Background: an optimization exercise with open tools, aiming at small area. Do not read the settings as production practice.
At most, simulation tests tie the RTL to the original design; equivalence was not proved.
Function not checked in run 5: the RTL went through the layout flow alone.

==> flow/design.v, too long to show whole: its modules and the start of the top module <==
// module dct_1d: 2848 lines
// module fa_cell: 4 lines
// module maj_cell: 3 lines
// module ha_cell: 4 lines
module dct_1d(
    input clk,
    input rst_n,
    input enable,
    input signed [9:0] x0, input signed [9:0] x1, input signed [9:0] x2, input signed [9:0] x3,
    input signed [9:0] x4, input signed [9:0] x5, input signed [9:0] x6, input signed [9:0] x7,
    output reg signed [10:0] y0, output reg signed [10:0] y1, output reg signed [10:0] y2, output reg signed [10:0] y3,
    output reg signed [10:0] y4, output reg signed [10:0] y5, output reg signed [10:0] y6, output reg signed [10:0] y7,
    output valid
);
  // ...
==> flow/run.sh <==
#!/bin/bash
# synth_recipe.tcl (not shown) runs the flow's synth.tcl, then flattens the netlist and writes it again
# the make line also repeats each setting of config.mk as NAME=value (left out here)
make -C /OpenROAD-flow-scripts/flow DESIGN_CONFIG=/design/flow/config.mk WORK_HOME=/design/flow/orfs CLKGATE_MAP_FILE= SYNTH_SCRIPT=/design/flow/synth_recipe.tcl finish
==> flow/config.mk <==
export PLATFORM = sky130hd
export DESIGN_NAME = dct_1d
export DESIGN_NICKNAME = dct_1d
export VERILOG_FILES = /design/flow/design.v
export SDC_FILE = /design/flow/constraint.sdc
export NUM_CORES = 4
export LEC_CHECK = 0
export ABC_AREA = 1
export CAP_MARGIN = 20
export CORE_MARGIN = 2
export CORE_UTILIZATION = 40
export SLEW_MARGIN = 20
export SYNTH_HIERARCHICAL = 1
==> flow/constraint.sdc <==
create_clock -name core_clock -period 6.0 [get_ports {clk}]
set_input_delay 1.2000 -clock core_clock [delete_from_list [all_inputs] [get_ports {clk}]]
set_output_delay 1.2000 -clock core_clock [all_outputs]
set_load 0.01 [all_outputs]
==> summary.md, run 1 <==
| Metric | Value |
|---|---|
| Setup tns final | 0 ps |
| Final slew viol count | 0 |
| Sink Count | between 150 and 200 |
| Post-CTS Setup Bufs | 0 |
| Hold path cells | 2 |
| Initial antenna violation count | 1 |
| Stages on the worst setup path | 25 |
| Final core utilization | 47.1% |
| Startpoint types | flip-flop |
| Clk latency of the worst-skew pair | approximately 510 ps |
| Count leader, synth | fa_1 |
| Reg2Reg Depth | 25 |
| CTS tree | yes |
| Uppermost layer routed | met4 |
| Post-synth ARST share | 0% |
| P&R area growth vs syn | 16.6% |
| Post-layout instance area | 37900 um2 |
| Clock-cell share of area | 1.61% |
| Cell variety after synth | 40 |
| Number of global-route vias before repair | between 20000 and 25000 |
| Hold Startpoint | vp[0]$_SDFF_PN0_ |
| Synth Net Count | 4184 |
| Multi-In Gates | 2002 |
| Clock-pin slew on the worst setup and hold paths | 80 ps |
| Top Usage Layer GRT | met2 |
| Avg Inst Size Synth | 11.1 um2 |
| Post-Syn Area | 32500 um2 |
| Post-cts resize count | 1 |
| Detailed Routing Iterations Pass 1 | 5 |
| Die area | 83500 um2 |
| Fillers | 7529 |
| Non-clock buffer count | 370 |
| Outcome | finished clean |
| Layout cell share with drive strength beyond 1 | 10.5% |
| NumNets Final | 4571 |
| Max_slew headroom | 49.5% |
| Reg-to-reg critical path startpoint | d1_r[1]$_DFF_P_ |
==> run 2: changes to the inputs <==
--- a/flow/config.mk
+++ b/flow/config.mk
@@ -9,5 +9,6 @@
 export CAP_MARGIN = 20
 export CORE_MARGIN = 2
 export CORE_UTILIZATION = 40
+export GPL_TIMING_DRIVEN = 0
 export SLEW_MARGIN = 20
 export SYNTH_HIERARCHICAL = 1
==> run 2 against run 1 <==
Against the previous run:
- die area unchanged
- register-to-register slack worse by 120 ps
- via count decreased by 0.36%
- utilization about the same
- sequential share of layout area up 0.36 points
- critical endpoint is now y1[4]$_DFF_P_
- highest routed layer is now met5
==> summary.md, run 2 <==
| Metric | Value |
|---|---|
| Register area | 3800 um2 |
| Commonest non-fill, non-tap cell in the layout | fa_1 |
| Buffers on Ports | 171 |
| Synth cell count leaders | fa_1 (945), inv_1 (730), nand2_1 (354) |
| Chip width | 289 um |
| Top Ports | 172 |
| Post-synth EDFFs | 0 |
| Worst Hold End | vp[1]$_SDFF_PN0_ |
| Synth top area share | between 50 and 60% |
| Area contributors post-synth | fa_1 (58%), dfxtp_1 (11%), ha_1 (9.2%), inv_1 (8.4%), nand2_1 (4.1%) |
| Die area | 83500 um2 (unchanged) |
| Yosys reg bits | 182 |
| Routed Antenna Nets | 0 |
| Post-DP HPWL | 72.5 mm |
| WP buf/inv | 5 |
| DR iter-0 viols | 1184 |
| Post-synth ARST share | 0% (unchanged) |
| Reg-to-Reg End | y1[4]$_DFF_P_ |
| Die height | 289 um |
| Tcrit/Tclk final | a little over nine tenths |
| Post-Syn Area | 32500 um2 (unchanged) |
| DR WL/cell | 21.0 um |
| Final core utilization | 47.1% (about the same) |
| Post-route setup slack | 64.5 ps |
| CTS tree | yes |
| NumNets Final | 4496 (-1.6%) |
| Hold Startpoint | vp[0]$_SDFF_PN0_ |
| Vias per cell | approximately 5 |
| Core area | 80400 um2 |
| Area after DPL | 35700 um2 |
| Cell accounting for the most synthesized area | fa_1 |
| Clock-pin slew on the worst setup and hold paths | 80 ps (about the same) |
| Outcome | finished clean |
| Final Hold Viols | 0 |
| Fillers | 7404 (-1.7%) |
| Row count | roughly 100 |
| Reg2Reg Setup Slack | roughly 65 ps |
| Avg Inst Size Synth | 11.1 um2 (unchanged) |
| Main synth FF type | dfxtp_1 |
| H-tree depth | 4 |
| Clk latency of the worst-skew pair | 520 ps (about the same) |
| Slew @ Worst Pin | 1040 ps |
| Max_slew headroom | 30.4% (-19 points) |
| Proportion of synthesized area in mux cells | 0.0347% |
| Final slew viol count | 0 (unchanged) |
| Count leader, synth | fa_1 |
| Post-layout instance area | 37900 um2 (about the same) |
| Max Fclk | ~0.17 GHz |
| Crit path largest cell delay | 620 ps |
| Warnings from Yosys | 7 |
| P&R area growth vs syn | 16.6% (about the same) |
| TritonCTS Buffers | 17 |
| Minimum clock period | around 5900 ps |
| Synth Area in Simple Gates | under 10% |
| Clk buf depth | 2 |
| Critical path, cell by cell | clkinvlp_4 -> ha_4 -> nand3_4 -> nand2_4 -> a31oi_4 -> nor2_1 -> nor2_2 -> o21bai_1 -> inv_1 -> fa_2 -> inv_4 -> fa_1 -> fa_1 -> inv_1 -> fa_1 -> fa_1 -> fa_2 -> ha_4 -> nand2_2 -> inv_2 -> nand4_1 -> nand3b_1 -> fa_2 |
| Cell variety after synth | 40 (unchanged) |
| CTS root buf | clkbuf_16 |
| Largest net degree at the start of global routing | 20 |
| Critical Path AT | 6320 ps |
| Unrepaired setup endpoints after global routing | true |
| Final Wtd Congestion | 0.921 |
| Slowest cell on the critical path | fa_2 |
| Detailed Routing Iterations Pass 1 | 5 (unchanged) |
| Top delay family on crit path | adder cells |
| Critical path type | flip-flop to flip-flop |
| Initial Utilization | 40.4% |
| Synth Net Count | 4184 (unchanged) |
| CP Data Required Time | approximately 6400 ps |
| Worst hold slack | 408 ps |
| Initial antenna violation count | 3 (+2) |
| Worst min path class | flip-flop to flip-flop |
| First-pass GRT wire length | about 140 mm |
| Most frequent cells in the layout | fa_1 (915), inv_1 (705), nand2_1 (346) |
| Startpoint types | flip-flop |
| CP startpoint | d1_r[3]$_DFF_P_ |
| CTS Hold Bufs | 0 |
| Synth Area in Adders | 67.5% |
| Multi-input gate area | 26600 um2 |
| Sequential share of the synthesized area | between 10 and 15% |
| GRT Resource Usage Total | 23.1% |
| DRC Markers | 0 |
| Gr ovfl total | 0 |
| Setup Skew | 17.0 ps |
| Cell mode on critical path | fa_1 |
| Reg2Reg Depth | 23 (-8.0%) |
| CP Capture Type | flip-flop |
| Number of max-cap violations | 0 |
| Via count | roughly 21000 |
| Number of global-route vias before repair | 23200 (-0.35%) |
| Hold path cells | 2 (unchanged) |
| Post-synthesis xor/xnor area fraction | 2.29% |
| Syn Inst Count | 2917 |
| Compound-Gate Fraction of Synth Area | 2.52% |
| WL final | 90.4 mm |
| Placement Setup Slack | -1520 ps |
| Largest family of logic cells by synthesized area | adder cells |
| Layout cell share with drive strength beyond 1 | 11.1% (+0.61 points) |
| Sink Count | 182 (unchanged) |
| Reg-to-reg critical path startpoint | d1_r[3]$_DFF_P_ |
| Worst-path maximum fanout | 4 |
| Final setup violation count | 0 |
[run 2: cell count changes in the layout (fill, tap and decap cells not counted), moves of 5 or more]
cell        change
dfxtp_1        -35
fa_1           -11
inv_2           +7
xor2_1         -12
xor2_4          +7
clkinvlp_4      +6
xor2_2          +5
buf_4          -84
dfxtp_4        +37
fa_2           +11
ha_4            +6
inv_1          -16
ha_1            -6
[run 2: through the flow]
step / setup TNS (ps) / std cells
global placement: -60840 / 4148
floorplan: 0 / 2917
global route: -656 / 4302
finish: 0 / 4304
CTS: 0 / 4226
detailed placement: -48760 / 4154
[run 2: how the worst max path moves through the flow]
stage | endpoint | depth (start not counted)
6_report | y1[4]$_DFF_P_ | 23
4_1_cts | y7[3]$_DFF_P_ | 24
5_1_grt | y1[4]$_DFF_P_ | 23
3_3_place_gp | y7[3]$_DFF_P_ | 18
3_5_place_dp | y1[5]$_DFF_P_ | 24
2_1_floorplan | y1[5]$_DFF_P_ | 25
[run 2: area by class of cell]
cell class                 instances  share of cell area [%]
multi-input combinational       2002                    70.3
timing repair buffer             293                    7.18
inverter                         731                    7.36
sequential                       182                    10.0
buffer                             2                  0.0264
antenna                            2                  0.0132
clock buffer                      17                    1.12
clock inverter                    15                   0.430
tap                             1060                    3.50
[run 2: per-layer routing]
layer  global-route usage, %  part of all wire, %
met3                    5.87                  9.1
met2                    36.7                   47
met4                    7.99                  3.6
met5                       0                0.011
met1                    31.1                   40
[run 2: logic make-up after synthesis]
| family | after synthesis |
|---|---|
| compound gates | 139 |
| xor+xnor | 85 |
| fa+ha+maj | 1184 |
| buf+inv | 733 |
| flops | 182 |
| mux | 1 |
| simple gates | 593 |
[run 2: worst reg2reg max path, cell delays in order (launching register included)]
cell        delay, ps
dfxtp_4           430
clkinvlp_4        230
ha_4              380
nand3_4            80
nand2_4           100
a31oi_4            90
nor2_1            140
nor2_2             50
o21bai_1          190
inv_1              90
fa_2              620
inv_4              60
fa_1              480
fa_1              520
inv_1              50
fa_1              380
fa_1              420
fa_2              370
ha_4              290
nand2_2            50
inv_2              50
nand4_1            90
nand3b_1          180
fa_2              470
[run 2: per-module statistics from Yosys (local to each module, per instance)]
module	cells inside	flip-flops and latches	copies in the design	area [um2]
dct_1d	1897	182	1	13600
fa_cell	1	0	896	20.0
ha_cell	1	0	36	12.5
maj_cell	4	0	22	21.3
[run 2: what timing repair did]
action	CTS	global route
endpoints found under the setup margin	59	50
gates resized for setup	96	79
pin swaps	9	41
setup buffers	40	76
==> run 3: changes to the inputs <==
--- a/flow/config.mk
+++ b/flow/config.mk
@@ -6,9 +6,9 @@
 export NUM_CORES = 4
 export LEC_CHECK = 0
 export ABC_AREA = 1
-export CAP_MARGIN = 20
+export CAP_MARGIN = 0
 export CORE_MARGIN = 2
 export CORE_UTILIZATION = 40
-export GPL_TIMING_DRIVEN = 0
-export SLEW_MARGIN = 20
+export PLACE_DENSITY = 0.8
+export SLEW_MARGIN = 0
 export SYNTH_HIERARCHICAL = 1
==> run 3 against run 2 <==
Against the previous run:
- still clean on timing, DRC and antenna
- routed wire length increased by 1.9%
- sequential share of layout area decreased by 0.31 points
- global-route usage increased by 0.50 points
- critical path type unchanged
- highest routed layer unchanged
==> summary.md, run 3 <==
| Metric | Value |
|---|---|
| CTS tree | yes |
| Detailed Routing Iterations Pass 1 | 5 (unchanged) |
| Synth Net Count | 4184 (unchanged) |
| Tcrit/Tclk final | 97.2% (-1.8 points) |
| DR WL/cell | 21.1 um (+0.43%) |
| Core area | 80400 um2 (unchanged) |
| DRC Markers | 0 (unchanged) |
| Initial antenna violation count | 5 (+2) |
| First-pass GRT wire length | 144 mm (+3.0%) |
| Chip width | 289 um (unchanged) |
| Sequential share of the synthesized area | 11.2% (unchanged) |
| Critical Path AT | 6240 ps (-80 ps) |
| Final Hold Viols | 0 (unchanged) |
| Minimum clock period | 5830 ps (-106 ps) |
| Startpoint types | flip-flop |
| NumNets Final | 4556 (+1.3%) |
| Largest net degree at the start of global routing | 19 (-5.0%) |
| TritonCTS Buffers | 17 (unchanged) |
| Placed cells | 4322 (+4.0%) |
| Count leader, synth | fa_1 |
| Hold path cells | 2 (unchanged) |
| Number of global-route vias before repair | 24500 (+5.4%) |
| P&R area growth vs syn | 16.0% |
| Setup Skew | 15.0 ps (-1.96 ps) |
| CP Capture Type | flip-flop |
| Worst hold slack | 412 ps (+4.00 ps) |
| Clk buf depth | 2 (unchanged) |
| Via count | 21900 (+3.7%) |
| Post-Syn Area | 32500 um2 (unchanged) |
| Routed Antenna Nets | 0 (unchanged) |
| Number of max-cap violations | 0 (unchanged) |
| Row count | 104 (unchanged) |
| Multi-input gate area | 26300 um2 (-1.4%) |
| WL final | 92.0 mm (+1.9%) |
| Cell variety after synth | 40 (unchanged) |
| Vias per cell | 5.02 (+2.2%) |
| Setup tns final | 0 ps (unchanged) |
| Final setup violation count | 0 (unchanged) |
| Synth top area share | 58.3% (unchanged) |
| Warnings from Yosys | 7 (unchanged) |
| Register area | 3660 um2 (-3.6%) |
| Critical path type | flip-flop to flip-flop |
| Clock-pin slew on the worst setup and hold paths | 80 ps (about the same) |
| Die area | 83500 um2 (unchanged) |
| Buffers on Ports | 171 (unchanged) |
| Worst-path maximum fanout | 8 (+4) |
| Commonest non-fill, non-tap cell in the layout | fa_1 |
| Slew @ Worst Pin | 685 ps (-352 ps) |
| Top Ports | 172 (unchanged) |
| Most frequent cells in the layout | fa_1 (926), inv_1 (724), nand2_1 (349) |
| Post-synth EDFFs | 0 (unchanged) |
| Final cell count without fillers | 4365 (+1.4%) |
| Avg Inst Size Synth | 11.1 um2 (unchanged) |
| Yosys reg bits | 182 (unchanged) |
| Final Wtd Congestion | 0.999 (+8.5%) |
| Initial Utilization | 40.4% (unchanged) |
| H-tree depth | 4 (unchanged) |
| Syn Inst Count | 2917 (unchanged) |
| Post-synth ARST share | 0% (unchanged) |
| Max Fclk | 0.172 GHz (+1.8%) |
| Reg2Reg Depth | 19 (-17%) |
| Main synth FF type | dfxtp_1 |
| Final slew viol count | 0 (unchanged) |
| DR iter-0 viols | 1686 (+42%) |
| Clk latency of the worst-skew pair | 520 ps (about the same) |
| Max_slew headroom | 54.2% (+24 points) |
| Cell accounting for the most synthesized area | fa_1 |
| Die height | 289 um (unchanged) |
| Gr ovfl total | 0 (unchanged) |
| Sink Count | 182 (unchanged) |
| Area contributors post-synth | fa_1 (58%), dfxtp_1 (11%), ha_1 (9.2%), inv_1 (8.4%), nand2_1 (4.1%) |
| Fillers | 7153 (-3.4%) |
| CTS root buf | clkbuf_16 |
| Post-DP HPWL | 79.6 mm (+9.7%) |
| Layout cell share with drive strength beyond 1 | 9.66% (-1.4 points) |
| Worst min path class | flip-flop to flip-flop |
| CP Data Required Time | 6410 ps (+20 ps) |
| Synth cell count leaders | fa_1 (945), inv_1 (730), nand2_1 (354) |
| Outcome | finished clean |
| GRT Resource Usage Total | 23.6% (+0.50 points) |
## run 3: cell counts after synthesis
Identical to the previous run, type by type.
## run 3: what timing repair did
action / 4_1_cts / 5_1_grt
pin swaps: 12 / 23
gates cloned: 0 / 0
setup endpoints to repair: 7 / 44
gates resized for setup: 11 / 44
hold buffers: 0 / 0
buffers inserted: 3 / 5
## run 3: kinds of logic (layout without fill, tap and decap cells)
| group | count (synthesis) | in the layout | synth area share, % |
|---|---|---|---|
| muxes | 1 | 1 | 0.0347 |
| adders and majority gates | 1184 | 1184 | 67.5 |
| AOI/OAI and AO/OA | 139 | 139 | 2.52 |
| xor gates and xnor gates | 85 | 85 | 2.29 |
| and+or+nand+nor | 593 | 593 | 7.98 |
| DFF | 182 | 182 | 11.2 |
| buffers and inverters | 733 | 1118 | 8.48 |
| other | 0 | 3 | 0 |
## run 3: Yosys stat by module (local to each module, per instance)
| module | cells | flip-flops and latches | cell area (um2) |
|---|---|---|---|
| fa_cell | 1 | 0 | 20.0 |
| maj_cell | 4 | 0 | 21.3 |
| ha_cell | 1 | 0 | 12.5 |
| dct_1d | 1897 | 182 | 13600 |
## run 3: area by class of cell
cell class / instances / share of cell area, %
repair buffers: 355 / 8.26
clock buffers: 18 / 1.14
diodes: 3 / 0.0199
multi-input cells: 2002 / 69.7
inverters: 731 / 7.29
flip-flops and latches: 182 / 9.71
well taps: 1060 / 3.52
clock inverters: 14 / 0.372
## run 3: worst paths after layout
path / startpoint / end / slack [ps]
max: d2_r[4]$_DFF_P_ / y7[3]$_DFF_P_ / 170
min: vp[0]$_SDFF_PN0_ / vp[1]$_SDFF_PN0_ / 410
max reg2reg: d2_r[4]$_DFF_P_ / y7[3]$_DFF_P_ / 170
min reg2reg: vp[0]$_SDFF_PN0_ / vp[1]$_SDFF_PN0_ / 410
## run 3: per-stage QoR
step	cell area (um2)	util, %	setup slack (ps)
finish	37700	46.8	170
global route	37700	46.8	-16.8
CTS	37500	46.6	1.52
detailed placement	36800	45.8	-338
global placement	36800	45.8	-199
floorplan	32500	-	53.7
## run 3: critical path, cell delays in order, from the launching register on
cell and delay (ps):
dfxtp_1 460, inv_1 180, ha_1 370, a21oi_1 190, nand2_1 140, fa_1 400, xor2_1 580, fa_1 560
fa_1 510, inv_1 50, fa_1 460, fa_1 420, fa_1 370, inv_1 100, nor3_1 60, a211oi_1 240
o31ai_2 120, buf_4 190, ha_1 190, xor2_1 130
## run 3: per-layer routing
metal	track usage, %	up-vias	wire, um
met1	29.7	11300	34700
li1	-	9324	-
met5	0	-	46
met3	7.10	275	9360
met4	10.9	6	5080
met2	37.7	1033	42800
==> run 4: changes to the inputs <==
--- a/flow/config.mk
+++ b/flow/config.mk
@@ -9,6 +9,5 @@
 export CAP_MARGIN = 0
 export CORE_MARGIN = 2
 export CORE_UTILIZATION = 40
-export PLACE_DENSITY = 0.8
 export SLEW_MARGIN = 0
 export SYNTH_HIERARCHICAL = 1
==> run 4 against run 3 <==
Against the previous run:
- still clean
- utilization up 0.25 points
- global-route usage down 0.19 points
- routed wire length down 1.0%
- die area unchanged
- critical endpoint is now y1[5]$_DFF_P_
- highest routed layer is now met4
==> summary.md, run 4 <==
| Metric | Value |
|---|---|
| Outcome | finished clean |
| DR iter-0 viols | 1272 (-25%) |
| Core area | 80400 um2 (unchanged) |
| Clk buf depth | 2 (unchanged) |
| Row count | 104 (unchanged) |
| Unrepaired setup endpoints after global routing | true |
| DR WL/cell | 20.8 um (-1.3%) |
| P&R area growth vs syn | 16.6% |
| Post-Syn Area | 32500 um2 (unchanged) |
| Synth top area share | 58.3% (unchanged) |
| Sink Count | 182 (unchanged) |
| ANT cells | 0 (-3) |
| Worst min path class | flip-flop to flip-flop |
| TritonCTS Buffers | 17 (unchanged) |
| Routed Antenna Nets | 0 (unchanged) |
| Sequential share of the synthesized area | 11.2% (unchanged) |
| NumNets Final | 4571 (+0.33%) |
| Cell variety after synth | 40 (unchanged) |
| Post-DP HPWL | 79.5 mm (-0.10%) |
| Syn Inst Count | 2917 (unchanged) |
| Slew @ Worst Pin | 756 ps (+71.3 ps) |
| DRC Markers | 0 (unchanged) |
| Vias per cell | 4.84 (-3.4%) |
| Commonest non-fill, non-tap cell in the layout | fa_1 |
| Chip width | 289 um (unchanged) |
| CTS tree | yes |
| Placement Setup Slack | -266 ps (+72.0 ps) |
| Post-synth EDFFs | 0 (unchanged) |
| Die area | 83500 um2 (unchanged) |
| Layout cell share with drive strength beyond 1 | 10.5% (+0.83 points) |
| Initial Utilization | 40.4% (unchanged) |
| CP Capture Type | flip-flop |
| Slowest cell on the critical path | fa_1 |
| Max Fclk | 0.172 GHz (+0.17%) |
| Worst-path maximum fanout | 3 (-5) |
| Main synth FF type | dfxtp_1 |
| Crit path largest cell delay | 510 ps (-70 ps) |
| Setup Skew | 27.8 ps (+12.8 ps) |
| Number of global-route vias before repair | 23300 (-4.8%) |
| H-tree depth | 4 (unchanged) |
| Final slew viol count | 0 (unchanged) |
| Largest net degree at the start of global routing | 17 (-2) |
| Number of max-cap violations | 0 (unchanged) |
| Startpoint types | flip-flop |
| Top delay family on crit path | adder cells |
| Clock-pin slew on the worst setup and hold paths | 80 ps (about the same) |
| Critical Path AT | 6200 ps (-40 ps) |
| First-pass GRT wire length | 141 mm (-1.7%) |
| Area contributors post-synth | fa_1 (58%), dfxtp_1 (11%), ha_1 (9.2%), inv_1 (8.4%), nand2_1 (4.1%) |
| Post-synth ARST share | 0% (unchanged) |
| Top Ports | 172 (unchanged) |
| Avg Inst Size Synth | 11.1 um2 (unchanged) |
| Minimum clock period | 5820 ps (-9.96 ps) |
| Most frequent cells in the layout | fa_1 (926), inv_1 (721), nand2_1 (348) |
| Gr ovfl total | 0 (unchanged) |
| Count leader, synth | fa_1 |
| Clk latency of the worst-skew pair | 510 ps (about the same) |
| Die height | 289 um (unchanged) |
| Cell mode on critical path | fa_1 |
| Synth Net Count | 4184 (unchanged) |
| Placed cells | 4329 (+0.16%) |
| Critical path type | flip-flop to flip-flop |
| Post-route setup slack | 180 ps (+9.96 ps) |
| Final cell count without fillers | 4376 (+0.25%) |
| Final Wtd Congestion | 0.975 (-2.5%) |
| Final Hold Viols | 0 (unchanged) |
| Via count | 21200 (-3.2%) |
| Max_slew headroom | 49.5% (-4.7 points) |
| Buffers on Ports | 171 (unchanged) |
| Tcrit/Tclk final | 97.0% (-0.17 points) |
| Yosys reg bits | 182 (unchanged) |
| CP Data Required Time | 6380 ps (-30 ps) |
| Final setup violation count | 0 (unchanged) |
| Cell accounting for the most synthesized area | fa_1 |
| Synth cell count leaders | fa_1 (945), inv_1 (730), nand2_1 (354) |
| WP buf/inv | 5 (+1) |
| Warnings from Yosys | 7 (unchanged) |
| WL final | 91.1 mm (-1.0%) |
| Initial antenna violation count | 1 (-4) |
| Detailed Routing Iterations Pass 1 | 5 (unchanged) |
| CTS root buf | clkbuf_16 |
| GRT Resource Usage Total | 23.5% (-0.19 points) |
## run 4: per-module statistics from Yosys, one instance, submodules excluded
module / copies in the design / area, um2 / flops+latches
fa_cell: 896 / 20.0 / 0
dct_1d: 1 / 13600 / 182
maj_cell: 22 / 21.3 / 0
ha_cell: 36 / 12.5 / 0
## run 4: stage by stage
step           TNS [ps]  hold WS (ps)  util [%]  instance area (um2)
3_3_place_gp       -814           392      45.9                36900
2_1_floorplan         0           386         -                32500
5_1_grt            -106           431      47.1                37900
3_5_place_dp      -1280           400      45.9                36900
6_report              0           410      47.1                37900
4_1_cts               0           413      46.7                37500
## run 4: cell type report
| type | count | area (um2) |
|---|---|---|
| clock buffers | 18 | 439 |
| clock inverters | 13 | 169 |
| fillers | 7529 | 42500 |
| inverters | 731 | 2760 |
| multi-input cells | 2002 | 26300 |
| flip-flops and latches | 182 | 3660 |
| well taps | 1060 | 1330 |
| repair buffers | 370 | 3230 |
## run 4: path summary, 6_finish.rpt
kind | startpoint | end | slack [ps] | cells past startpoint
worst min register to register | vp[0]$_SDFF_PN0_ | vp[1]$_SDFF_PN0_ | 410 | 2
worst max-delay path | d1_r[1]$_DFF_P_ | y1[5]$_DFF_P_ | 180 | 25
worst min-delay path | vp[0]$_SDFF_PN0_ | vp[1]$_SDFF_PN0_ | 410 | 2
worst max register to register | d1_r[1]$_DFF_P_ | y1[5]$_DFF_P_ | 180 | 25
## run 4: logic make-up after synthesis
logic type | synth area share [%]
flip-flops | 11.2
AO/OA/AOI/OAI | 2.52
XOR/XNOR | 2.29
AND/OR/NAND/NOR | 7.98
adder cells (fa/ha/maj) | 67.5
multiplexers | 0.0347
buffers and inverters | 8.48
## run 4: what timing repair did
action / CTS / global route
hold buffers: 0 / 0
setup endpoints to repair: 1 / 43
pin swaps: 0 / 28
setup buffers: 0 / 16
resized for setup: 1 / 67
hold endpoints to repair: 0 / 0
## run 4: routing by layer
metal / track usage [%] / vias to the layer above / wire (um)
li1: - / 9349 / -
met5: 0 / - / 0
met3: 6.39 / 163 / 7590
met4: 7.65 / 0 / 3180
met1: 30.8 / 11000 / 37000
met2: 37.7 / 712 / 43300
## run 4: tightest hold or removal path, delay by kind of cell, from the launching register on
kind,cells,cell delay (ps)
buffers and inverters,1,30
DFF,1,300
and+or+nand+nor,1,50
==> module maj_cell, before the edit <==
module maj_cell(input a, input b, input c, output co);
assign co = (a & b) | (a & c) | (b & c);
endmodule
==> run 5: changes to the inputs <==
--- a/flow/design.v
+++ b/flow/design.v
@@ -2851,7 +2851,7 @@
 assign co = (a & b) | (a & c) | (b & c);
 endmodule
 module maj_cell(input a, input b, input c, output co);
-assign co = (a & b) | (a & c) | (b & c);
+assign co = (a & b) | (c & (a | b));
 endmodule
 module ha_cell(input a, input b, output s, output co);
 assign s = a ^ b;
--- a/flow/config.mk
+++ b/flow/config.mk
@@ -6,8 +6,9 @@
 export NUM_CORES = 4
 export LEC_CHECK = 0
 export ABC_AREA = 1
-export CAP_MARGIN = 0
+export CAP_MARGIN = 20
 export CORE_MARGIN = 2
 export CORE_UTILIZATION = 40
-export SLEW_MARGIN = 0
+export PLACE_DENSITY = 0.8
+export SLEW_MARGIN = 20
 export SYNTH_HIERARCHICAL = 1
==> run 5 against run 4 <==
Against the previous run:
- clock skew fell by 17 ps
- final cell count fell by 0.50%
- via count rose by 3.1%
==> summary.md, run 5 <==
| Metric | Value |
|---|---|
| WL final | 91.2 mm (about the same) |
| Most frequent cells in the layout | fa_1 (929), inv_1 (730), nand2_1 (288) |
| Clock-pin slew on the worst setup and hold paths | 80 ps (about the same) |
| Outcome | finished clean |
| Detailed Routing Iterations Pass 1 | 6 (+1) |
| Startpoint types | flip-flop |
| Cell accounting for the most synthesized area | fa_1 |
| Area contributors post-synth | fa_1 (59%), dfxtp_1 (11%), ha_1 (9.3%), inv_1 (8.5%), nand2_1 (3.4%) |
| Worst min path class | flip-flop to flip-flop |
| Initial Utilization | 40.3% (-0.12 points) |
| Final setup violation count | 0 (unchanged) |
| Worst Hold End | vp[1]$_SDFF_PN0_ |
| Sequential share of the synthesized area | 11.3% (+0.051 points) |
| H-tree depth | 4 (unchanged) |
| Count leader, synth | fa_1 |
| Commonest non-fill, non-tap cell in the layout | fa_1 |
| Final Hold Viols | 0 (unchanged) |
| Reg-to-Reg End | y5[10]$_DFF_P_ |
| Reg2Reg Depth | 22 (-12%) |
| Top Ports | 172 (unchanged) |
| Max_slew headroom | 27.8% (-22 points) |
| Minimum clock period | 5880 ps (+55.8 ps) |
| Cell variety after synth | 43 (+7.5%) |
| Die height | 288 um (-0.22%) |
| Reg2Reg Setup Slack | 120 ps (-60 ps) |
| Clk latency of the worst-skew pair | 510 ps (about the same) |
| Chip width | 288 um (-0.22%) |
| Final core utilization | 47.0% (-0.14 points) |
| Synth Net Count | 4158 (-0.62%) |
| Fillers | 7022 (-6.7%) |
| GRT Resource Usage Total | 23.3% (-0.11 points) |
| Yosys reg bits | 182 (unchanged) |
| DR WL/cell | 20.9 um (+0.61%) |
| DRC Markers | 0 (unchanged) |
| Placement Setup Slack | -239 ps (+27.8 ps) |
| Final Wtd Congestion | 1.03 (+5.8%) |
| Clk buf depth | 2 (unchanged) |
| Row count | 104 (unchanged) |
| Layout cell share with drive strength beyond 1 | 10.2% (-0.29 points) |
| First-pass GRT wire length | 142 mm (+0.53%) |
| Reg-to-reg critical path startpoint | d3_r[7]$_DFF_P_ |
| CP Data Required Time | 6400 ps (+20 ps) |
| Post-DP HPWL | 79.3 mm (-0.26%) |
| Via count | 21800 (+3.1%) |
| CTS Hold Bufs | 0 (unchanged) |
| Vias per cell | 5.02 (+3.6%) |
| Routed Antenna Nets | 0 (unchanged) |
| Sink Count | 182 (unchanged) |
| Synth top area share | 58.5% (+0.26 points) |
| Avg Inst Size Synth | 11.2 um2 (+0.44%) |
| Max Fclk | 0.170 GHz (-0.95%) |
| Hold Startpoint | vp[0]$_SDFF_PN0_ |
| Die area | 83100 um2 (-0.44%) |
| Critical Path AT | 6280 ps (+80 ps) |
| Worst-path maximum fanout | 5 (+2) |
| Number of max-cap violations | 0 (unchanged) |
| P&R area growth vs syn | 16.6% (about the same) |
| Largest net degree at the start of global routing | 20 (+3) |
| Main synth FF type | dfxtp_1 |
| Warnings from Yosys | 7 (unchanged) |
| Syn Inst Count | 2891 (-0.89%) |
| Post-Syn Area | 32300 um2 (-0.45%) |
| Buffers on Ports | 171 (unchanged) |
| Synth cell count leaders | fa_1 (945), inv_1 (736), nand2_1 (293) |
| Final slew viol count | 0 (unchanged) |
| Post-synth EDFFs | 0 (unchanged) |
| Number of global-route vias before repair | 24600 (+5.6%) |
| Gr ovfl total | 0 (unchanged) |
| Setup Skew | 11.0 ps (-16.8 ps) |
| Critical path type | flip-flop to flip-flop |
| DR iter-0 viols | 1494 (+17%) |
| Post-synth ARST share | 0% (unchanged) |
| TritonCTS Buffers | 17 (unchanged) |
| Slew @ Worst Pin | 1070 ps (+315 ps) |
| Post-route setup slack | 125 ps (-55.8 ps) |
| NumNets Final | 4547 (-0.53%) |
| Tcrit/Tclk final | 97.9% (+0.93 points) |
| Hold path cells | 2 (unchanged) |
| CP Capture Type | flip-flop |
| Core area | 80300 um2 (-0.16%) |
| CTS tree | yes |
| Initial antenna violation count | 6 (+5) |
| CTS root buf | clkbuf_16 |
==> run 5: cell types whose count changed in the layout (fill, tap and decap cells not counted), moves of 4 or more <==
cell,previous run,this run
clkinvlp_4,6,2
nand3_2,23,1
o21ai_1,0,5
nand2_1,348,288
a21oi_1,66,87
inv_1,721,730
clkinv_8,0,4
nor2_1,83,103
nand3_1,79,74
nand2_2,9,16
==> run 5: metrics by stage <==
step / instances / cell area, um2 / TNS [ps] / hold slack (ps)
floorplan: 2891 / 32300 / 0 / 386
global placement: 4311 / 36800 / -514 / 389
detailed placement: 4311 / 36800 / -1110 / 406
CTS: 4343 / 37400 / 0 / 422
global route: 4354 / 37700 / -139 / 451
finish: 4354 / 37700 / 0 / 418
==> run 5: final cells by class <==
type	count	area (um2)	area share (%)
well taps	1060	1330	3.52
clock inverters	14	178	0.471
repair buffers	373	3260	8.65
flip-flops and latches	182	3660	9.71
multi-input cells	1968	26100	69.1
diodes	1	2.50	0.00664
clock buffers	18	429	1.14
inverters	738	2770	7.36
==> run 5: kinds of logic after synthesis <==
| logic type | Yosys count | synth area share, % |
|---|---|---|
| fa+ha+maj | 1184 | 67.8 |
| buf+inv | 741 | 8.62 |
| simple gates | 535 | 7.02 |
| flops | 182 | 11.3 |
| compound gates | 162 | 2.96 |
| xor+xnor | 86 | 2.33 |
| mux | 1 | 0.0348 |
==> run 5: worst max path at each step <==
stage	from	to	slack, ps	cells after the start
floorplan	d3_r[0]$_DFF_P_	y1[5]$_DFF_P_	20	18
detailed placement	x0[0]	f0_r[10]$_DFF_P_	-240	16
CTS	e1_r[2]$_DFF_P_	y0[8]$_DFF_P_	20	23
finish	d3_r[7]$_DFF_P_	y5[10]$_DFF_P_	120	22
global route	d1_r[1]$_DFF_P_	y1[5]$_DFF_P_	-30	27
global placement	x1[0]	f1_r[10]$_DFF_P_	-150	16
==> run 5: worst max-delay path, cell delays in order, from the launching register on <==
cell	delay, ps
dfxtp_1	690
inv_1	290
ha_1	370
nand2_1	80
nand2_1	50
nand2_1	90
nand2_2	80
fa_2	740
buf_6	160
fa_1	450
fa_1	440
fa_1	520
inv_1	70
fa_1	530
inv_1	50
ha_1	310
a21oi_2	190
nor2_1	60
nor2_1	140
inv_1	90
a21oi_1	140
nand2_1	100
xnor2_1	130
==> run 5: repair_timing <==
action | 4_1_cts | 5_1_grt
buffers inserted | 0 | 10
gates resized for setup | 4 | 58
endpoints found under the setup margin | 6 | 50
pin swaps | 0 | 23
==> run 5: per-module statistics from Yosys, one instance, submodules excluded <==
module / copies in the design / cells inside / flops+latches / area (um2)
dct_1d: 1 / 1871 / 182 / 13600
fa_cell: 896 / 1 / 0 / 20.0
ha_cell: 36 / 1 / 0 / 12.5
maj_cell: 22 / 4 / 0 / 16.3
==> run 5: metal layers <==
layer	GRT usage, %	part of all wire, %	wire length, um
met5	0	0.075	68
met4	11.8	5.7	5170
met3	8.55	11	10500
met2	36.1	46	41800
met1	28.8	37	33700
==> run 6: changes to the inputs <==
--- a/flow/design.v
+++ b/flow/design.v
@@ -2851,7 +2851,7 @@
 assign co = (a & b) | (a & c) | (b & c);
 endmodule
 module maj_cell(input a, input b, input c, output co);
-assign co = (a & b) | (c & (a | b));
+assign co = (a & b) | (a & c) | (b & c);
 endmodule
 module ha_cell(input a, input b, output s, output co);
 assign s = a ^ b;
--- a/flow/config.mk
+++ b/flow/config.mk
@@ -5,7 +5,7 @@
 export SDC_FILE = /design/flow/constraint.sdc
 export NUM_CORES = 4
 export LEC_CHECK = 0
-export ABC_AREA = 1
+export ABC_AREA = 0
 export CAP_MARGIN = 20
 export CORE_MARGIN = 2
 export CORE_UTILIZATION = 40
==> run 6 against run 5 <==
Against the previous run:
- now fails the layout checks on setup timing
- non-clock buffer count up 176
- via count shrank 4.8%
- critical endpoint is now y7[7]$_DFF_P_
- largest cell class unchanged
- critical path type unchanged
- count of clock-buffer cells in the layout stayed put
==> summary.md, run 6 <==
| Metric | Value |
|---|---|
| Routed Antenna Nets | 0 (unchanged) |
| Vias per cell | 5.07 (+1.0%) |
| Post-synth ARST share | 0% (unchanged) |
| Max Fclk | 0.159 GHz (-6.5%) |
| CTS tree | yes |
| Post-DP HPWL | 79.5 mm (+0.20%) |
| Post-synth EDFFs | 0 (unchanged) |
| Layout cell share with drive strength beyond 1 | 22.1% (+12 points) |
| Die area | 80700 um2 (-2.8%) |
| Post-Syn Area | 31400 um2 (-2.9%) |
| Worst-path maximum fanout | 4 (-1) |
| Reg2Reg Depth | 29 (+32%) |
| Final Hold Viols | 0 (unchanged) |
| Initial antenna violation count | 1 (-5) |
| Gr ovfl total | 0 (unchanged) |
| Cell variety after synth | 69 (+60%) |
| Sink Count | 182 (unchanged) |
| Number of global-route vias before repair | 24600 (-0.32%) |
| Count leader, synth | fa_1 |
| Worst min path class | flip-flop to flip-flop |
| Setup Skew | 38.1 ps (+27.0 ps) |
| Layout check failures | setup timing |
| Unrepaired setup endpoints after global routing | true |
| Core area | 77600 um2 (-3.4%) |
| Placement Setup Slack | -419 ps (-180 ps) |
| Area contributors post-synth | fa_1 (60%), dfxtp_1 (12%), ha_1 (9.5%), inv_1 (7.3%), xnor2_1 (1.9%) |
| Hold path cells | 1 (-1) |
| Slowest cell on the critical path | fa_2 |
| Final setup violation count | 25 (+25) |
| Most frequent cells in the layout | fa_1 (890), inv_1 (582), buf_4 (340) |
| Final Wtd Congestion | 1.05 (+1.6%) |
| CP startpoint | d3_r[1]$_DFF_P_ |
| Slew @ Worst Pin | 971 ps (-100 ps) |
| Chip width | 284 um (-1.4%) |
| Initial Utilization | 40.5% (+0.20 points) |
| Top Ports | 172 (unchanged) |
| Crit path largest cell delay | 600 ps (-140 ps) |
| Clock-pin slew on the worst setup and hold paths | 90 ps (about the same) |
| Critical Path AT | 6730 ps (+450 ps) |
| DR WL/cell | 22.8 um (+8.9%) |
| Cell mode on critical path | fa_2 |
| Max_slew headroom | 35.0% (+7.1 points) |
| GRT Resource Usage Total | 24.6% (+1.2 points) |
| Clk buf depth | 2 (unchanged) |
| Post-route setup slack | -281 ps (-406 ps) |
| Number of max-cap violations | 0 (unchanged) |
| Buffers on Ports | 171 (unchanged) |
| Synth cell count leaders | fa_1 (945), inv_1 (612), ha_1 (239) |
| CP Data Required Time | 6450 ps (+50 ps) |
| Warnings from Yosys | 7 (unchanged) |
| Avg Inst Size Synth | 12.6 um2 (+13%) |
| Minimum clock period | 6280 ps (+406 ps) |
| CTS root buf | clkbuf_16 |
| DRC Markers | 0 (unchanged) |
| WL final | 93.6 mm (+2.6%) |
| Synth top area share | 60.3% (+1.7 points) |
| Outcome | failed layout checks |
| Yosys reg bits | 182 (unchanged) |
| Hold Startpoint | vp[0]$_SDFF_PN0_ |
| Commonest non-fill, non-tap cell in the layout | fa_1 |
| Clk latency of the worst-skew pair | 520 ps (about the same) |
| Via count | 20800 (-4.8%) |
| Startpoint types | flip-flop |
| CP Capture Type | flip-flop |
| Final slew viol count | 0 (unchanged) |
| Main synth FF type | dfxtp_1 |
| Synth Net Count | 3750 (-9.8%) |
| Cell accounting for the most synthesized area | fa_1 |
| Critical path type | flip-flop to flip-flop |
| Die height | 284 um (-1.4%) |
| H-tree depth | 4 (unchanged) |
| Reg-to-reg critical path startpoint | d3_r[1]$_DFF_P_ |
| Syn Inst Count | 2483 (-14%) |
| DR iter-0 viols | 1420 (-5.0%) |
| TritonCTS Buffers | 17 (unchanged) |
| Setup tns final | -4090 ps (-4090 ps) |
| P&R area growth vs syn | 24.7% |
| Row count | 102 (-1.9%) |
| Largest net degree at the start of global routing | 19 (-5.0%) |
| Tcrit/Tclk final | 105% (+6.8 points) |
| Detailed Routing Iterations Pass 1 | 7 (+1) |
| Sequential share of the synthesized area | 11.6% (+0.33 points) |
| NumNets Final | 4315 (-5.1%) |
| First-pass GRT wire length | 146 mm (+2.5%) |
-- run 6: cell types whose count changed in the layout (fill, tap and decap cells not counted), moves of 35 or more --
cell,change
nand2_1,-264
inv_1,-148
buf_4,+142
nand3_1,-64
a21oi_1,-57
nor2_1,-53
fa_1,-39
fa_2,+39
xnor2_1,+35
-- run 6: path summary, 6_finish.rpt --
kind	end	slack, ps
worst max-delay path	y7[7]$_DFF_P_	-280
worst min register to register	vp[1]$_SDFF_PN0_	430
worst min-delay path	vp[1]$_SDFF_PN0_	430
worst max register to register	y7[7]$_DFF_P_	-280
-- run 6: modules after synthesis (local to each module, per instance) --
module    flops+latches  cells
dct_1d              182   1529
fa_cell               0      1
ha_cell               0      1
maj_cell              0      1
-- run 6: final cells by class --
class | instances | area (um2)
Antenna cell | 2 | 5.00
Tap cell | 1040 | 1300
Clock buffer | 18 | 439
Sequential cell | 182 | 3710
Inverter | 612 | 2320
Fill cell | 6584 | 38400
Clock inverter | 14 | 188
Multi-Input combinational cell | 1686 | 26400
Timing Repair Buffer | 549 | 4810
-- run 6: cell families (layout without fill, tap and decap cells) --
logic type	after synthesis	count (layout)	share of synthesized area, %
adder cells (fa/ha/maj)	1209	1209	70.7
XOR/XNOR	125	125	3.51
buffers and inverters	615	1193	7.38
flip-flops	182	182	11.6
other	0	2	0
AO/OA/AOI/OAI	171	171	3.93
AND/OR/NAND/NOR	179	179	2.85
multiplexers	2	2	0.0677
-- run 6: what timing repair did --
action,4_1_cts,5_1_grt
setup endpoints to repair,40,50
hold buffers,0,0
pin swaps,70,92
buffers inserted,43,21
resized for setup,111,108
-- run 6: metal layers --
metal	vias up	track usage [%]	part of all wire (%)
li1	8544	-	-
met1	10800	30.1	36
met2	1089	38.7	47
met3	358	7.68	11
met4	0	13.5	6.8
met5	-	0	0
-- run 6: through the flow --
step                      cell area (um2)  hold slack, ps  util [%]  std cells
after global placement              37200             411      48.0       4014
after CTS                           38600             439      49.8       4088
final                               39200             434      50.5       4103
after detailed placement            37200             420      48.0       4014
after global routing                39200             471      50.5       4101
after floorplan                     31600             406         -       2483
-- run 6: worst max-delay path, delay by kind of cell (launching register included) --
kind	cells	cell delay, ps
AOI/OAI and AO/OA	10	1660
xor gates and xnor gates	1	110
adders and majority gates	8	3160
buffers and inverters	4	270
DFF	1	350
and+or+nand+nor	6	670
==> run 7: changes to the inputs <==
--- a/flow/config.mk
+++ b/flow/config.mk
@@ -5,10 +5,10 @@
 export SDC_FILE = /design/flow/constraint.sdc
 export NUM_CORES = 4
 export LEC_CHECK = 0
-export ABC_AREA = 0
+export ABC_AREA = 1
 export CAP_MARGIN = 20
 export CORE_MARGIN = 2
 export CORE_UTILIZATION = 40
-export PLACE_DENSITY = 0.8
+export PLACE_DENSITY = 0.9
 export SLEW_MARGIN = 20
 export SYNTH_HIERARCHICAL = 1
==> run 7 against run 6 <==
Against the previous run:
- now clean on timing, DRC and antenna
- flip-flop and latch count did not move
- critical path depth fell by 10
- utilization fell by 3.4 points
- first-iteration DRC count rose by 17%
==> summary.md, run 7 <==
| Metric | Value |
|---|---|
| Final Wtd Congestion | 1.05 (-0.11%) |
| Final cell count without fillers | 4384 (+6.8%) |
| Clock-pin slew on the worst setup and hold paths | 80 ps (about the same) |
| Top Ports | 172 (unchanged) |
| WL final | 94.7 mm (+1.2%) |
| First-pass GRT wire length | 145 mm (about the same) |
| Fillers | 6954 (+5.6%) |
| Buffers on Ports | 171 (unchanged) |
| DR iter-0 viols | 1655 (+17%) |
| CTS tree | yes |
| Max_slew headroom | 46.3% (+11 points) |
| Post-synth ARST share | 0% (unchanged) |
| Synth Net Count | 4184 (+12%) |
| Final Hold Viols | 0 (unchanged) |
| Critical path, cell by cell | inv_2 -> ha_2 -> fa_2 -> inv_1 -> fa_1 -> inv_1 -> fa_1 -> fa_1 -> fa_1 -> inv_1 -> fa_1 -> fa_1 -> fa_1 -> inv_1 -> ha_1 -> nand4_1 -> nand3b_1 -> fa_2 -> xor2_1 |
| Warnings from Yosys | 7 (unchanged) |
| GRT Resource Usage Total | 24.0% (-0.59 points) |
| Number of max-cap violations | 0 (unchanged) |
| Worst min path class | flip-flop to flip-flop |
| Critical path type | flip-flop to flip-flop |
| Die area | 83500 um2 (+3.4%) |
| Count leader, synth | fa_1 |
| Final setup violation count | 0 (-100%) |
| CP Capture Type | flip-flop |
| WP buf/inv | 5 (+1) |
| Outcome | finished clean |
| Post-synthesis xor/xnor area fraction | 2.29% (-1.2 points) |
| Post-Syn Area | 32500 um2 (+3.4%) |
| Tcrit/Tclk final | 98.5% (-6.2 points) |
| Via count | 22200 (+6.6%) |
| CTS Hold Bufs | 0 (unchanged) |
| Largest family of logic cells by synthesized area | adder cells |
| Chip width | 289 um (+1.7%) |
| Clk buf depth | 2 (unchanged) |
| Startpoint types | flip-flop |
| Slew @ Worst Pin | 805 ps (-166 ps) |
| Detailed Routing Iterations Pass 1 | 6 (-1) |
| Area contributors post-synth | fa_1 (58%), dfxtp_1 (11%), ha_1 (9.2%), inv_1 (8.4%), nand2_1 (4.1%) |
| Avg Inst Size Synth | 11.1 um2 (-12%) |
| DRC Markers | 0 (unchanged) |
| Most frequent cells in the layout | fa_1 (924), inv_1 (725), nand2_1 (348) |
| Setup Skew | 19.0 ps (-19.1 ps) |
| Worst-path maximum fanout | 3 (-1) |
| DR WL/cell | 21.6 um (-5.3%) |
| Initial antenna violation count | 8 (+7) |
| Max Fclk | 0.169 GHz (+6.3%) |
| Synth top area share | 58.3% (-2.0 points) |
| Number of global-route vias before repair | 24900 (+1.5%) |
| Row count | 104 (+2.0%) |
| CP Data Required Time | 6390 ps (-60 ps) |
| Yosys reg bits | 182 (unchanged) |
| Minimum clock period | 5910 ps (-373 ps) |
| Placed cells | 4343 (+8.2%) |
| Top delay family on crit path | adder cells |
| TritonCTS Buffers | 17 (unchanged) |
| Post-synth EDFFs | 0 (unchanged) |
| Gr ovfl total | 0 (unchanged) |
| Critical Path AT | 6300 ps (-430 ps) |
| Synth Area in Adders | 67.5% (-3.2 points) |
| Synth Area in Simple Gates | 7.98% (+5.1 points) |
| Cell mode on critical path | fa_1 |
| Clk latency of the worst-skew pair | 500 ps (-20 ps) |
| Commonest non-fill, non-tap cell in the layout | fa_1 |
| Setup tns final | 0 ps (+4090 ps) |
| Cell accounting for the most synthesized area | fa_1 |
| Initial Utilization | 40.4% (-0.084 points) |
| NumNets Final | 4577 (+6.1%) |
| CTS root buf | clkbuf_16 |
| Syn Inst Count | 2917 (+17%) |
| Main synth FF type | dfxtp_1 |
| P&R area growth vs syn | 16.6% |
| Core area | 80400 um2 (+3.6%) |
| Vias per cell | 5.06 (-0.24%) |
| Sink Count | 182 (unchanged) |
| Crit path largest cell delay | 770 ps (+170 ps) |
| Largest net degree at the start of global routing | 19 (unchanged) |
| Post-DP HPWL | 82.1 mm (+3.3%) |
| Final core utilization | 47.1% (-3.4 points) |
| Compound-Gate Fraction of Synth Area | 2.52% (-1.4 points) |
| Routed Antenna Nets | 0 (unchanged) |
| Proportion of synthesized area in mux cells | 0.0347% (-0.033 points) |
| Layout cell share with drive strength beyond 1 | 10.7% (-11 points) |
| H-tree depth | 4 (unchanged) |
| Final slew viol count | 0 (unchanged) |
| Sequential share of the synthesized area | 11.2% (-0.38 points) |
| Post-route setup slack | 91.4 ps (+373 ps) |
| Die height | 289 um (+1.7%) |
| Cell variety after synth | 40 (-42%) |
| Synth cell count leaders | fa_1 (945), inv_1 (730), nand2_1 (354) |
| Placement Setup Slack | -280 ps (+139 ps) |
| Slowest cell on the critical path | fa_1 |
-- run 7: changes by cell type after synthesis, moves of 24 or more --
cell,delta
inv_1,+118
nand2_1,+327
nor2_1,+24
a21oi_1,+29
xnor2_1,-45
nand3_1,+67
-- run 7: final timing paths --
path,startpoint,end,slack [ps],depth (start not counted)
max reg2reg,d1_r[1]$_DFF_P_,y1[5]$_DFF_P_,90,19
min reg2reg,vp[0]$_SDFF_PN0_,vp[1]$_SDFF_PN0_,420,2
max,d1_r[1]$_DFF_P_,y1[5]$_DFF_P_,90,19
min,vp[0]$_SDFF_PN0_,vp[1]$_SDFF_PN0_,420,2
-- run 7: per-stage QoR --
step           cell area, um2  hold WS [ps]
4_1_cts                 37600           428
3_5_place_dp            37000           415
6_report                37900           423
2_1_floorplan           32500           386
5_1_grt                 37900           469
3_3_place_gp            37000           392
-- run 7: kinds of logic after synthesis --
logic type / Yosys count
AOI/OAI and AO/OA: 139
xor gates and xnor gates: 85
adders and majority gates: 1184
buffers and inverters: 733
DFF: 182
muxes: 1
and+or+nand+nor: 593
-- run 7: per-layer routing --
layer / vias to the layer above / global-route usage (%) / wire length, um / part of all wire (%)
li1: 9371 / - / - / -
met1: 11400 / 29.3 / 34400 / 36
met2: 1086 / 37.8 / 43900 / 46
met3: 316 / 8.37 / 10800 / 11
met4: 14 / 12.0 / 5490 / 5.8
met5: - / 0 / 92 / 0.097
-- run 7: worst register-to-register path, cell delays in order, from the launching register on --
cell      delay [ps]
dfxtp_2          340
inv_2             80
ha_2             170
fa_2             190
inv_1             50
fa_1             770
inv_1            260
fa_1             470
fa_1             450
fa_1             500
inv_1             50
fa_1             490
fa_1             450
fa_1             390
inv_1             70
ha_1             240
nand4_1          100
nand3b_1         170
fa_2             390
xor2_1           160
-- run 7: area by class of cell --
type,count,area [um2],share of cell area (%)
timing repair buffer,376,3260,8.61
multi-input combinational,2002,26300,69.5
clock buffer,17,425,1.12
inverter,731,2740,7.24
tap,1060,1330,3.50
antenna,2,5.00,0.0132
sequential,182,3670,9.68
clock inverter,14,139,0.367
-- run 7: modules after synthesis (local to each module, per instance) --
module | times used | flip-flops and latches | cell area [um2]
fa_cell | 896 | 0 | 20.0
ha_cell | 36 | 0 | 12.5
dct_1d | 1 | 182 | 13600
maj_cell | 22 | 0 | 21.3
-- run 7: timing repair --
action,in CTS,in global routing
buffers inserted,1,7
resized for setup,11,64
pin swaps,4,35
gates cloned,0,0
setup endpoints to repair,29,46
==> run 8: changes to the inputs <==
--- a/flow/config.mk
+++ b/flow/config.mk
@@ -9,6 +9,6 @@
 export CAP_MARGIN = 20
 export CORE_MARGIN = 2
 export CORE_UTILIZATION = 40
-export PLACE_DENSITY = 0.9
+export PLACE_DENSITY = 0.8
 export SLEW_MARGIN = 20
 export SYNTH_HIERARCHICAL = 1
==> run 8 against run 7 <==
Against the previous run:
- first-iteration DRC count is 1.9% higher
- synthesized cell count stayed put
- worst hold slack worse by 11 ps
- synthesized area stayed put
- critical path depth stayed put
- flip-flop and latch count stayed put
- count of clock-buffer cells in the layout is 1 higher
- critical endpoint is now y7[3]$_DFF_P_
- highest routed layer unchanged
==> summary.md, run 8 <==
| Metric | Value |
|---|---|
| Via count | 21900 (-1.2%) |
| Final core utilization | 46.8% (-0.25 points) |
| Gr ovfl total | 0 (unchanged) |
| P&R area growth vs syn | 16.0% |
| First-pass GRT wire length | 144 mm (-1.2%) |
| Post-synth ARST share | 0% (unchanged) |
| Clock-pin slew on the worst setup and hold paths | 80 ps (about the same) |
| GRT Resource Usage Total | 23.6% (-0.33 points) |
| Avg Inst Size Synth | 11.1 um2 (unchanged) |
| Max_slew headroom | 54.2% (+7.9 points) |
| Number of max-cap violations | 0 (unchanged) |
| Largest net degree at the start of global routing | 19 (unchanged) |
| Final setup violation count | 0 (unchanged) |
| Reg-to-reg critical path startpoint | d2_r[4]$_DFF_P_ |
| Synth cell count leaders | fa_1 (945), inv_1 (730), nand2_1 (354) |
| CTS Hold Bufs | 0 (unchanged) |
| Synth top area share | 58.3% (unchanged) |
| WL final | 92.0 mm (-2.8%) |
| Clk buf depth | 2 (unchanged) |
| TritonCTS Buffers | 17 (unchanged) |
| Yosys reg bits | 182 (unchanged) |
| Final Hold Viols | 0 (unchanged) |
| Outcome | finished clean |
| Critical Path AT | 6240 ps (-60 ps) |
| Buffers on Ports | 171 (unchanged) |
| CP Capture Type | flip-flop |
| Area contributors post-synth | fa_1 (58%), dfxtp_1 (11%), ha_1 (9.2%), inv_1 (8.4%), nand2_1 (4.1%) |
| Chip width | 289 um (unchanged) |
| Initial antenna violation count | 5 (-3) |
| Initial Utilization | 40.4% (unchanged) |
| Critical path destination | y7[3]$_DFF_P_ |
| Fillers | 7153 (+2.9%) |
| Main synth FF type | dfxtp_1 |
| Register area | 3660 um2 (-0.17%) |
| DR iter-0 viols | 1686 (+1.9%) |
| Tcrit/Tclk final | 97.2% (-1.3 points) |
| Slowest cell on the critical path | xor2_1 |
| Layout cell share with drive strength beyond 1 | 9.66% (-1.1 points) |
| CP Data Required Time | 6410 ps (+20 ps) |
| CP startpoint | d2_r[4]$_DFF_P_ |
| Syn Inst Count | 2917 (unchanged) |
| Sink Count | 182 (unchanged) |
| Number of global-route vias before repair | 24500 (-1.7%) |
| Critical path type | flip-flop to flip-flop |
| Minimum clock period | 5830 ps (-79.0 ps) |
| Final Wtd Congestion | 0.999 (-4.6%) |
| Count leader, synth | fa_1 |
| Largest family of logic cells by synthesized area | adder cells |
| CTS root buf | clkbuf_16 |
| Routed Antenna Nets | 0 (unchanged) |
| Post-synth EDFFs | 0 (unchanged) |
| H-tree depth | 4 (unchanged) |
| Warnings from Yosys | 7 (unchanged) |
| Slew @ Worst Pin | 685 ps (-120 ps) |
| Worst hold slack | 412 ps (-10.7 ps) |
| Cell accounting for the most synthesized area | fa_1 |
| Post-synthesis xor/xnor area fraction | 2.29% (unchanged) |
| Commonest non-fill, non-tap cell in the layout | fa_1 |
| Worst min path class | flip-flop to flip-flop |
| Die area | 83500 um2 (unchanged) |
| Sequential share of the synthesized area | 11.2% (unchanged) |
| DRC Markers | 0 (unchanged) |
| Top Ports | 172 (unchanged) |
| CTS tree | yes |
| Setup Skew | 15.0 ps (-3.99 ps) |
| Synth Area in Adders | 67.5% (unchanged) |
| Detailed Routing Iterations Pass 1 | 5 (-1) |
| Die height | 289 um (unchanged) |
| Cell variety after synth | 40 (unchanged) |
| DR WL/cell | 21.1 um (-2.4%) |
| Setup tns final | 0 ps (unchanged) |
| Reg-to-Reg End | y7[3]$_DFF_P_ |
| Multi-input gate area | 26300 um2 (-0.22%) |
| Cell mode on critical path | fa_1 |
| Row count | 104 (unchanged) |
| Reg2Reg Depth | 19 (unchanged) |
| Most frequent cells in the layout | fa_1 (926), inv_1 (724), nand2_1 (349) |
| Clk latency of the worst-skew pair | 520 ps (+20 ps) |
| Post-Syn Area | 32500 um2 (unchanged) |
| Crit path largest cell delay | 580 ps (-190 ps) |
| Final slew viol count | 0 (unchanged) |
| Max Fclk | 0.172 GHz (+1.4%) |
| Post-DP HPWL | 79.6 mm (-3.0%) |
| Startpoint types | flip-flop |
| Synth Area in Simple Gates | 7.98% (unchanged) |
| NumNets Final | 4556 (-0.46%) |
| Critical path, cell by cell | inv_1 -> ha_1 -> a21oi_1 -> nand2_1 -> fa_1 -> xor2_1 -> fa_1 -> fa_1 -> inv_1 -> fa_1 -> fa_1 -> fa_1 -> inv_1 -> nor3_1 -> a211oi_1 -> o31ai_2 -> buf_4 -> ha_1 -> xor2_1 |
| Reg2Reg Setup Slack | 170 ps (+80 ps) |
| Core area | 80400 um2 (unchanged) |
| Proportion of synthesized area in mux cells | 0.0347% (unchanged) |
| Vias per cell | 5.02 (-0.77%) |
| Worst-path maximum fanout | 8 (+5) |
| Compound-Gate Fraction of Synth Area | 2.52% (unchanged) |
| Synth Net Count | 4184 (unchanged) |
-- run 8: changes by cell type in the layout (fill, tap and decap cells not counted), sizes merged --
cell	change
buf	-21
clkbuf	+1
clkinvlp	+1
diode	+1
inv	-1
-- run 8: area by class of cell --
cell class | instances | share of cell area, %
multi-input combinational | 2002 | 69.7
tap | 1060 | 3.52
antenna | 3 | 0.0199
clock buffer | 18 | 1.14
clock inverter | 14 | 0.372
timing repair buffer | 355 | 8.26
inverter | 731 | 7.29
sequential | 182 | 9.71
-- run 8: worst max-delay path: cells and delay by family (launching register included) --
| family | cells | cell delay [ps] |
|---|---|---|
| buffers and inverters | 4 | 520 |
| DFF | 1 | 460 |
| AOI/OAI and AO/OA | 3 | 550 |
| adders and majority gates | 8 | 3280 |
| xor gates and xnor gates | 2 | 710 |
| and+or+nand+nor | 2 | 200 |
-- run 8: how the worst min path moves through the flow --
stage,cells after the start,endpoint,from,slack [ps]
6_report,2,vp[1]$_SDFF_PN0_,vp[0]$_SDFF_PN0_,410
5_1_grt,2,vp[1]$_SDFF_PN0_,vp[0]$_SDFF_PN0_,450
4_1_cts,2,vp[1]$_SDFF_PN0_,vp[0]$_SDFF_PN0_,420
3_5_place_dp,2,vp[1]$_SDFF_PN0_,vp[0]$_SDFF_PN0_,400
3_3_place_gp,2,vp[1]$_SDFF_PN0_,vp[0]$_SDFF_PN0_,390
2_1_floorplan,2,vp[1]$_SDFF_PN0_,vp[0]$_SDFF_PN0_,390
-- run 8: kinds of logic after synthesis --
family / count (synthesis)
AND/OR/NAND/NOR: 593
adder cells (fa/ha/maj): 1184
XOR/XNOR: 85
buffers and inverters: 733
flip-flops: 182
multiplexers: 1
AO/OA/AOI/OAI: 139
-- run 8: routing by layer --
metal / wire, um / global-route usage, % / share of wire, %
met1: 34700 / 29.7 / 38
met2: 42800 / 37.7 / 47
met3: 9360 / 7.10 / 10
met4: 5080 / 10.9 / 5.5
met5: 46 / 0 / 0.050
-- run 8: modules after synthesis (local to each module, per instance) --
module / copies in the design / area (um2) / flops+latches / cells inside
dct_1d: 1 / 13600 / 182 / 1897
fa_cell: 896 / 20.0 / 0 / 1
ha_cell: 36 / 12.5 / 0 / 1
maj_cell: 22 / 21.3 / 0 / 4
-- run 8: repair_timing --
action	in CTS	in global routing
endpoints found under the setup margin	7	44
pin swaps	12	23
buffers inserted	3	5
endpoints found under the hold margin	0	0
resized for setup	11	44
-- run 8: metrics by stage --
step	instance area [um2]	setup WS, ps	std cells
6_report	37700	170	4365
5_1_grt	37700	-16.8	4363
4_1_cts	37500	1.52	4357
3_5_place_dp	36800	-338	4322
3_3_place_gp	36800	-199	4322
2_1_floorplan	32500	53.7	2917

==> static timing again, ports no longer ideal <==
The results above use ideal ports. As a check the final layouts listed here were re-extracted and re-timed, cells and wires unchanged.
Step 1 (the two cells are an assumption about what drives the block):
set clk [get_ports {clk}]
set_driving_cell -lib_cell sky130_fd_sc_hd__clkbuf_16 $clk
set_driving_cell -lib_cell sky130_fd_sc_hd__buf_2 [delete_from_list [all_inputs] $clk]
Step 2 also shifts input and output timing later by t, the mid clock arrival at the registers, as if the neighbouring blocks saw the same clock.
Three values: no drivers, after step 1, after step 2; two values: the first two.
| run | t, ns | slack for setup (ns) | worst slew at a driven data input, ns |
|---|---|---|---|
| run 1 | 0.565 | 0.180 / 0.180 / -0.239 | 0.08 |
| run 2 | 0.571 | 0.065 / 0.065 / -0.350 | 0.11 |
| run 3 | 0.575 | 0.170 / 0.170 / -0.271 | 0.19 |
| run 4 | 0.565 | 0.180 / 0.180 / -0.239 | 0.08 |
| run 5 | 0.564 | 0.125 / 0.125 / -0.206 | 0.15 |
| run 6 | 0.574 | -0.281 / -0.281 / -0.281 | 0.09 |
| run 7 | 0.561 | 0.091 / 0.091 / -0.249 | 0.24 |
| run 8 | 0.575 | 0.170 / 0.170 / -0.271 | 0.19 |
Met with ideal ports but missed after step 2: setup timing in 7 of these runs.
